Context: an optimization exercise on an open-source flow, tuned for small area. The choices shown serve that exercise and are no tape-out recipe. The RTL was checked by simulation tests, not by an equivalence proof against the original design. Power and IR drop assume default switching activity.

## zinc
==> flow/design.v (excerpt) <==
module CO(clk, rst, en, I, Q, I_ro, Q_ro);
input clk, rst, en;
input [1:0] I;
input [1:0] Q;
output [13:0] I_ro;
output [13:0] Q_ro;
function [7:0] ADD; input [7:0] x; input [7:0] y; input ci;
  integer i; reg cy;
  begin
    cy = ci;
    for (i = 0; i < 8; i = i + 1) begin
      ADD[i] = x[i] ^ y[i] ^ cy;
      cy = (x[i] & y[i]) | (cy & (x[i] ^ y[i]));
    end
  end
endfunction
function [7:0] CNEG; input [7:0] x; input n;
  integer i; reg any;
  begin
    any = 1'b0;
    for (i = 0; i < 8; i = i + 1) begin
      CNEG[i] = x[i] ^ (n & any);
      any = any | x[i];
    end
  end
endfunction
function [7:0] MUL; input [1:0] k; input [5:0] s;
  MUL = ({8{k[1]}} & {1'b0, s, 1'b0}) | ({8{k[0]}} & {2'b0, s});
endfunction
reg [1:0] q;
reg p;
reg [6:0] xb;                
wire [6:0] x = ~xb;
reg [1:0] It, Qt;
integer j;
reg [6:0] xn;
reg cy;
always @(*) begin
  cy = 1'b1;
  for (j = 0; j < 7; j = j + 1) begin
    xn[j] = x[j] ^ cy;
    cy = cy & (x[j] ^ p);
  end
end
wire w = x[0] & (&(x[6:1] ^ {6{p}}));
always @(posedge clk or posedge rst) begin
  if (rst) begin
    q <= 2'd0;
    p <= 1'b0;
    xb <= 7'd0;
    It <= 2'd0;
    Qt <= 2'd0;
  end else begin
    q <= {q[1] ^ (q[0] & p & w), q[0] ^ (p & w)};
    p <= p ^ w;
    xb <= ~xn;
    It <= I;
    Qt <= Q;
  end
end
wire s = p & ~(|x);
wire [5:0] bt;
wire [4:0] st;
  ...
==> flow/config.mk <==
export PLATFORM = sky130hd
export DESIGN_NAME = CO
export DESIGN_NICKNAME = CO
export VERILOG_FILES = /design/flow/design.v
export SDC_FILE = /design/flow/constraint.sdc
export NUM_CORES = 4
export LEC_CHECK = 0
export ABC_AREA = 1
export CAP_MARGIN = 20
export CORE_MARGIN = 2
export CORE_UTILIZATION = 40
export SLEW_MARGIN = 20
export SYNTH_MEMORY_MAX_BITS = 32768
==> flow/constraint.sdc <==
create_clock -name core_clock -period 5.0 [get_ports {clk}]
set_input_delay 1.0000 -clock core_clock [delete_from_list [all_inputs] [get_ports {clk}]]
set_output_delay 1.0000 -clock core_clock [all_outputs]
set_load 0.01 [all_outputs]
standard.sh (not shown) runs the stock make flow with config.mk's settings and CLKGATE_MAP_FILE= SYNTH_SCRIPT=/design/flow/synth_recipe.tcl, a recipe that flattens the netlist after the stock synthesis.
==> flow/flow/run.sh <==
#!/bin/bash
# Own layout flow: the standard layout (standard.sh), with these changes:
#  - synthesis maps with an area-only ABC script (flow/abc_area.script) instead of
#    ORFS's, which sizes and buffers for speed; everything else in synthesis is
#    the standard script (synth_recipe.tcl), so the registers are the same;
#  - synthesis extracts no full-adder cells (ADDER_MAP_FILE empty): ABC maps the
#    adders as gates, whose carry chain is faster than the full-adder cell's;
#  - port buffering uses the smallest buffer cell (every port still gets one);
#  - clock tree synthesis takes its arguments from flow/cts_args.txt (no dummy
#    loads, small clock buffers).
# ORFS writes each step's full log under orfs/logs; the make output of each
# standard.sh call goes to flow_synth.log and flow_finish.log here.
set -euo pipefail
W=$PWD
rm -rf "$W/myscripts"
cp -r "$FLOW_HOME/scripts" "$W/myscripts"
cp "$W/flow/abc_area.script" "$W/myscripts/abc_area.script"
export SCRIPTS_DIR="$W/myscripts"
export ADDER_MAP_FILE=
export BUFFER_PORTS_ARGS="-buffer_cell sky130_fd_sc_hd__buf_1"
if [[ -f "$W/flow/cts_args.txt" ]]; then
  CTS_ARGS="$(tr '\n' ' ' < "$W/flow/cts_args.txt")"
  export CTS_ARGS
fi
bash "$W/standard.sh" synth > "$W/flow_synth.log" 2>&1
bash "$W/standard.sh" finish > "$W/flow_finish.log" 2>&1
test -f "$W/out/final.def"
==> flow/flow/abc_area.script <==
strash
dch
amap
topo
==> flow/flow/cts_args.txt <==
-sink_clustering_enable -sink_clustering_size 16 -sink_clustering_max_diameter 200 -repair_clock_nets -buf_list sky130_fd_sc_hd__clkbuf_4 -dont_use_dummy_load
#### Input delta (sierra over zinc)
==> flow/flow/run.sh <==
#!/bin/bash
# Own layout flow: the standard layout (standard.sh), with these changes:
#  - synthesis maps with an area-only ABC script (flow/abc_area.script) instead of
#    ORFS's, which sizes and buffers for speed; everything else in synthesis is
#    the standard script (synth_recipe.tcl), so the registers are the same;
#  - port buffering uses the smallest buffer cell (every port still gets one);
#  - clock tree synthesis takes its arguments from flow/cts_args.txt (no dummy
#    loads, small clock buffers).
# ORFS writes each step's full log under orfs/logs; the make output of each
# standard.sh call goes to flow_synth.log and flow_finish.log here.
set -euo pipefail
W=$PWD
rm -rf "$W/myscripts"
cp -r "$FLOW_HOME/scripts" "$W/myscripts"
cp "$W/flow/abc_area.script" "$W/myscripts/abc_area.script"
export SCRIPTS_DIR="$W/myscripts"
export BUFFER_PORTS_ARGS="-buffer_cell sky130_fd_sc_hd__buf_1"
if [[ -f "$W/flow/cts_args.txt" ]]; then
  CTS_ARGS="$(tr '\n' ' ' < "$W/flow/cts_args.txt")"
  export CTS_ARGS
fi
bash "$W/standard.sh" synth > "$W/flow_synth.log" 2>&1
bash "$W/standard.sh" finish > "$W/flow_finish.log" 2>&1
test -f "$W/out/final.def"
==> flow/flow/abc_area.script <==
strash
dch
map -a
topo
==> flow/flow/cts_args.txt <==
-sink_clustering_enable -repair_clock_nets -buf_list sky130_fd_sc_hd__clkbuf_4 -dont_use_dummy_load
## What came out
Although it ran to completion, sierra produced a layout that fails the final checks because of setup timing.
Count of placed standard cells including taps | sierra above zinc
sierra vs zinc, global routing usage on met2 went down by 0.87 points.
Part of the Yosys area used for sequential elements: sierra vs zinc down 1.7 points
Taking zinc as 1.0, sierra lands at 1.3 on count of routing violations after the opening detailed-route iteration.
Min final core utilization across zinc and sierra: zinc
Compared with zinc, sierra degrades power spent charging and discharging nets.
Run comparison: sierra slowest stage cell on the critical path fa_1; zinc slowest stage cell on the critical path dfrtp_2
Per the comparison of sierra with zinc, standby leakage power picked up an extra about 40%, worst reg2reg path depth went down by 5.
Layout-stage area growth over the synthesis result: sierra vs zinc up 20 points
> inputs changed (sierra -> ember)
-- flow/flow/run.sh --
<<< sierra, line 4
#    ORFS's, which sizes and buffers for speed; everything else in synthesis is
#    the standard script (synth_recipe.tcl), so the registers are the same;
#  - port buffering uses the smallest buffer cell (every port still gets one);
#  - clock tree synthesis takes its arguments from flow/cts_args.txt (no dummy
>>> ember, line 4
#    ORFS's, which sizes and buffers for speed; everything else in synthesis is
#    the standard script (synth_recipe.tcl), so the registers are the same;
#  - synthesis extracts no full-adder cells (ADDER_MAP_FILE empty): ABC maps the
#    adders as gates, whose carry chain is faster than the full-adder cell's;
#  - port buffering uses the smallest buffer cell (every port still gets one);
#  - clock tree synthesis takes its arguments from flow/cts_args.txt (no dummy
<<< sierra, line 15
cp "$W/flow/abc_area.script" "$W/myscripts/abc_area.script"
export SCRIPTS_DIR="$W/myscripts"
export BUFFER_PORTS_ARGS="-buffer_cell sky130_fd_sc_hd__buf_1"
if [[ -f "$W/flow/cts_args.txt" ]]; then
>>> ember, line 17
cp "$W/flow/abc_area.script" "$W/myscripts/abc_area.script"
export SCRIPTS_DIR="$W/myscripts"
export ADDER_MAP_FILE=
export BUFFER_PORTS_ARGS="-buffer_cell sky130_fd_sc_hd__buf_1"
if [[ -f "$W/flow/cts_args.txt" ]]; then
==> flow/flow/abc_area.script <==
strash
dch
amap
topo
No stage failed in ember, and the final checks on the layout all came back clean. On ember: overall power of the completed layout is 15% lower than what sierra gave. ember vs. sierra: number of multi-input combinational cells went up by about 17%. Summary: routed wire length, ember better than sierra. For the part of the Yosys area used for sequential elements, ember came in 1.7 points higher than sierra did. When ember is set beside sierra, its via count turns out to be about 5% larger. End of the critical path = ir[7]$_DFFE_PP0P_: sierra; end of the critical path = qr[7]$_DFFE_PP0P_: ember.
> inputs changed (ember -> yarrow)
- SETUP_SLACK_MARGIN: unset -> -0.3
-- flow/flow/run.sh --
<<< ember, line 8
#  - port buffering uses the smallest buffer cell (every port still gets one);
#  - clock tree synthesis takes its arguments from flow/cts_args.txt (no dummy
#    loads, small clock buffers).
# ORFS writes each step's full log under orfs/logs; the make output of each
# standard.sh call goes to flow_synth.log and flow_finish.log here.
>>> yarrow, line 8
#  - port buffering uses the smallest buffer cell (every port still gets one);
#  - clock tree synthesis takes its arguments from flow/cts_args.txt (no dummy
#    loads, small clock buffers);
#  - timing-driven global placement does not keep the buffers of its virtual
#    repair (GPL_KEEP_OVERFLOW 0); the later repair steps still run.
# ORFS writes each step's full log under orfs/logs; the make output of each
# standard.sh call goes to flow_synth.log and flow_finish.log here.
<<< ember, line 18
export SCRIPTS_DIR="$W/myscripts"
export ADDER_MAP_FILE=
export BUFFER_PORTS_ARGS="-buffer_cell sky130_fd_sc_hd__buf_1"
if [[ -f "$W/flow/cts_args.txt" ]]; then
>>> yarrow, line 20
export SCRIPTS_DIR="$W/myscripts"
export ADDER_MAP_FILE=
export GPL_KEEP_OVERFLOW=0
export BUFFER_PORTS_ARGS="-buffer_cell sky130_fd_sc_hd__buf_1"
if [[ -f "$W/flow/cts_args.txt" ]]; then
Notes after the runs:
- Per the final summary, yarrow finished and its layout is clean on timing, DRC and antenna.
- Compared with ember, post-layout net count in yarrow decreased slightly.
- Diff ember -> yarrow: sequential share of layout area rose by 0.69 points, static leakage fell by 3.3%, final clock period utilization by the worst path rose by 5.7 points.

CO again, from the RTL that the note above started with.
==> flow/config.mk <==
export PLATFORM = sky130hd
export DESIGN_NAME = CO
export DESIGN_NICKNAME = CO
export VERILOG_FILES = /design/flow/design.v
export SDC_FILE = /design/flow/constraint.sdc
export NUM_CORES = 4
export LEC_CHECK = 0
export ABC_AREA = 1
export CAP_MARGIN = 20
export CORE_MARGIN = 2
export CORE_UTILIZATION = 40
export SLEW_MARGIN = 20
export SYNTH_MEMORY_MAX_BITS = 32768
==> flow/constraint.sdc <==
create_clock -name core_clock -period 5.0 [get_ports {clk}]
set_input_delay 1.0000 -clock core_clock [delete_from_list [all_inputs] [get_ports {clk}]]
set_output_delay 1.0000 -clock core_clock [all_outputs]
set_load 0.01 [all_outputs]
==> flow/flow/run.sh <==
#!/bin/bash
# Own layout flow: the standard layout (standard.sh), with these changes:
#  - synthesis maps with an area-only ABC script (flow/abc_area.script) instead of
#    ORFS's, which sizes and buffers for speed; everything else in synthesis is
#    the standard script (synth_recipe.tcl), so the registers are the same;
#  - synthesis extracts no full-adder cells (ADDER_MAP_FILE empty): ABC maps the
#    adders as gates, whose carry chain is faster than the full-adder cell's;
#  - port buffering uses the smallest buffer cell (every port still gets one);
#  - clock tree synthesis takes its arguments from flow/cts_args.txt (no dummy
#    loads, small clock buffers).
# ORFS writes each step's full log under orfs/logs; the make output of each
# standard.sh call goes to flow_synth.log and flow_finish.log here.
set -euo pipefail
W=$PWD
rm -rf "$W/myscripts"
cp -r "$FLOW_HOME/scripts" "$W/myscripts"
cp "$W/flow/abc_area.script" "$W/myscripts/abc_area.script"
export SCRIPTS_DIR="$W/myscripts"
export ADDER_MAP_FILE=
export BUFFER_PORTS_ARGS="-buffer_cell sky130_fd_sc_hd__buf_1"
if [[ -f "$W/flow/cts_args.txt" ]]; then
  CTS_ARGS="$(tr '\n' ' ' < "$W/flow/cts_args.txt")"
  export CTS_ARGS
fi
bash "$W/standard.sh" synth > "$W/flow_synth.log" 2>&1
bash "$W/standard.sh" finish > "$W/flow_finish.log" 2>&1
test -f "$W/out/final.def"
==> flow/flow/abc_area.script <==
strash
&get -n
&deepsyn -T 120
&put
dch
amap
topo
==> flow/flow/cts_args.txt <==
-sink_clustering_enable -repair_clock_nets -buf_list sky130_fd_sc_hd__clkbuf_4 -dont_use_dummy_load
The first run completed with no timing, DRC or antenna violations.
Change:
--- a/flow/flow/run.sh
+++ b/flow/flow/run.sh
@@ -8,5 +8,7 @@
 #  - port buffering uses the smallest buffer cell (every port still gets one);
 #  - clock tree synthesis takes its arguments from flow/cts_args.txt (no dummy
-#    loads, small clock buffers).
+#    loads, small clock buffers);
+#  - timing-driven global placement does not keep the buffers of its virtual
+#    repair (GPL_KEEP_OVERFLOW 0); the later repair steps still run.
 # ORFS writes each step's full log under orfs/logs; the make output of each
 # standard.sh call goes to flow_synth.log and flow_finish.log here.
@@ -18,4 +20,5 @@
 export SCRIPTS_DIR="$W/myscripts"
 export ADDER_MAP_FILE=
+export GPL_KEEP_OVERFLOW=0
 export BUFFER_PORTS_ARGS="-buffer_cell sky130_fd_sc_hd__buf_1"
 if [[ -f "$W/flow/cts_args.txt" ]]; then
==> flow/flow/abc_area.script (replaced) <==
strash
dch
amap
topo
=> Clock skew hardly moves; total power decreases by 12%; sequential power is lower by about 2%; wire length went down by 5.8%.
Change:
--- a/flow/flow/run.sh
+++ b/flow/flow/run.sh
@@ -8,7 +8,5 @@
 #  - port buffering uses the smallest buffer cell (every port still gets one);
 #  - clock tree synthesis takes its arguments from flow/cts_args.txt (no dummy
-#    loads, small clock buffers);
-#  - timing-driven global placement does not keep the buffers of its virtual
-#    repair (GPL_KEEP_OVERFLOW 0); the later repair steps still run.
+#    loads, small clock buffers).
 # ORFS writes each step's full log under orfs/logs; the make output of each
 # standard.sh call goes to flow_synth.log and flow_finish.log here.
@@ -20,5 +18,4 @@
 export SCRIPTS_DIR="$W/myscripts"
 export ADDER_MAP_FILE=
-export GPL_KEEP_OVERFLOW=0
 export BUFFER_PORTS_ARGS="-buffer_cell sky130_fd_sc_hd__buf_1"
 if [[ -f "$W/flow/cts_args.txt" ]]; then
--- a/flow/config.mk
+++ b/flow/config.mk
@@ -9,5 +9,5 @@
 export CAP_MARGIN = 20
 export CORE_MARGIN = 2
-export CORE_UTILIZATION = 40
+export CORE_UTILIZATION = 55
 export SLEW_MARGIN = 20
 export SYNTH_MEMORY_MAX_BITS = 32768
Non-clock buffer count increases by 3.
Core utilization is higher by 15 points.
Sequential cell count stays the same.
Worst hold slack got worse by 0.0035 ns.
Area after synthesis is unchanged.
Critical path depth shrinks by 2.
Wire length drops by 7.3%.
Synthesized cell count stays the same.
Count of clock-buffer cells in the layout does not change.
Cell count decreases by about 4%.
Change:
==> flow/flow/abc_area.script (replaced) <==
strash
dch
amap
topo
strash
dch
amap
topo
--- a/flow/config.mk
+++ b/flow/config.mk
@@ -9,5 +9,5 @@
 export CAP_MARGIN = 20
 export CORE_MARGIN = 2
-export CORE_UTILIZATION = 55
+export CORE_UTILIZATION = 40
 export SLEW_MARGIN = 20
 export SYNTH_MEMORY_MAX_BITS = 32768
=>
- sequential power hardly moves
- worst setup slack gets worse by 0.16 ns
- non-clock buffer count climbs by 4

[static timing again, ports no longer ideal]
No port has a modelled driver above. Below, the same layouts with a new extraction and two added sets of constraints.
Step 1, drivers: a clkbuf_16 drives clk and a buf_2 each remaining input, both assumed.
Step 2 times the ports against the registers' clock, not the clock port: input delays grow and output delays shrink by t, the midpoint of the rising clock arrivals with the driver on.
Three values: ideal ports, drivers, drivers and shift; two values: the first two.
| run | t (ns) | slack for setup (ns) | worst hold slack (ns) | worst register clock-pin slew, ns |
|---|---|---|---|---|
| zinc | 0.354 | 0.574 / 0.574 / 0.574 | 0.483 / 0.483 / 0.483 | 0.10 / 0.10 |
| sierra | 0.354 | -0.029 / -0.029 / -0.029 | 0.525 / 0.525 / 0.525 | 0.11 / 0.11 |
| ember | 0.354 | 0.574 / 0.574 / 0.574 | 0.483 / 0.483 / 0.483 | 0.10 / 0.10 |
| yarrow | 0.348 | 0.288 / 0.288 / 0.288 | 0.482 / 0.482 / 0.482 | 0.11 / 0.11 |
| the first run of note 2 | 0.350 | 0.309 / 0.309 / 0.309 | 0.485 / 0.485 / 0.485 | 0.10 / 0.10 |
| the second run of note 2 | 0.349 | 0.554 / 0.554 / 0.554 | 0.483 / 0.483 / 0.483 | 0.10 / 0.10 |
| the third run of note 2 | 0.351 | 0.631 / 0.631 / 0.631 | 0.479 / 0.479 / 0.479 | 0.10 / 0.10 |
| the fourth run of note 2 | 0.345 | 0.469 / 0.469 / 0.469 | 0.489 / 0.489 / 0.489 | 0.09 / 0.09 |
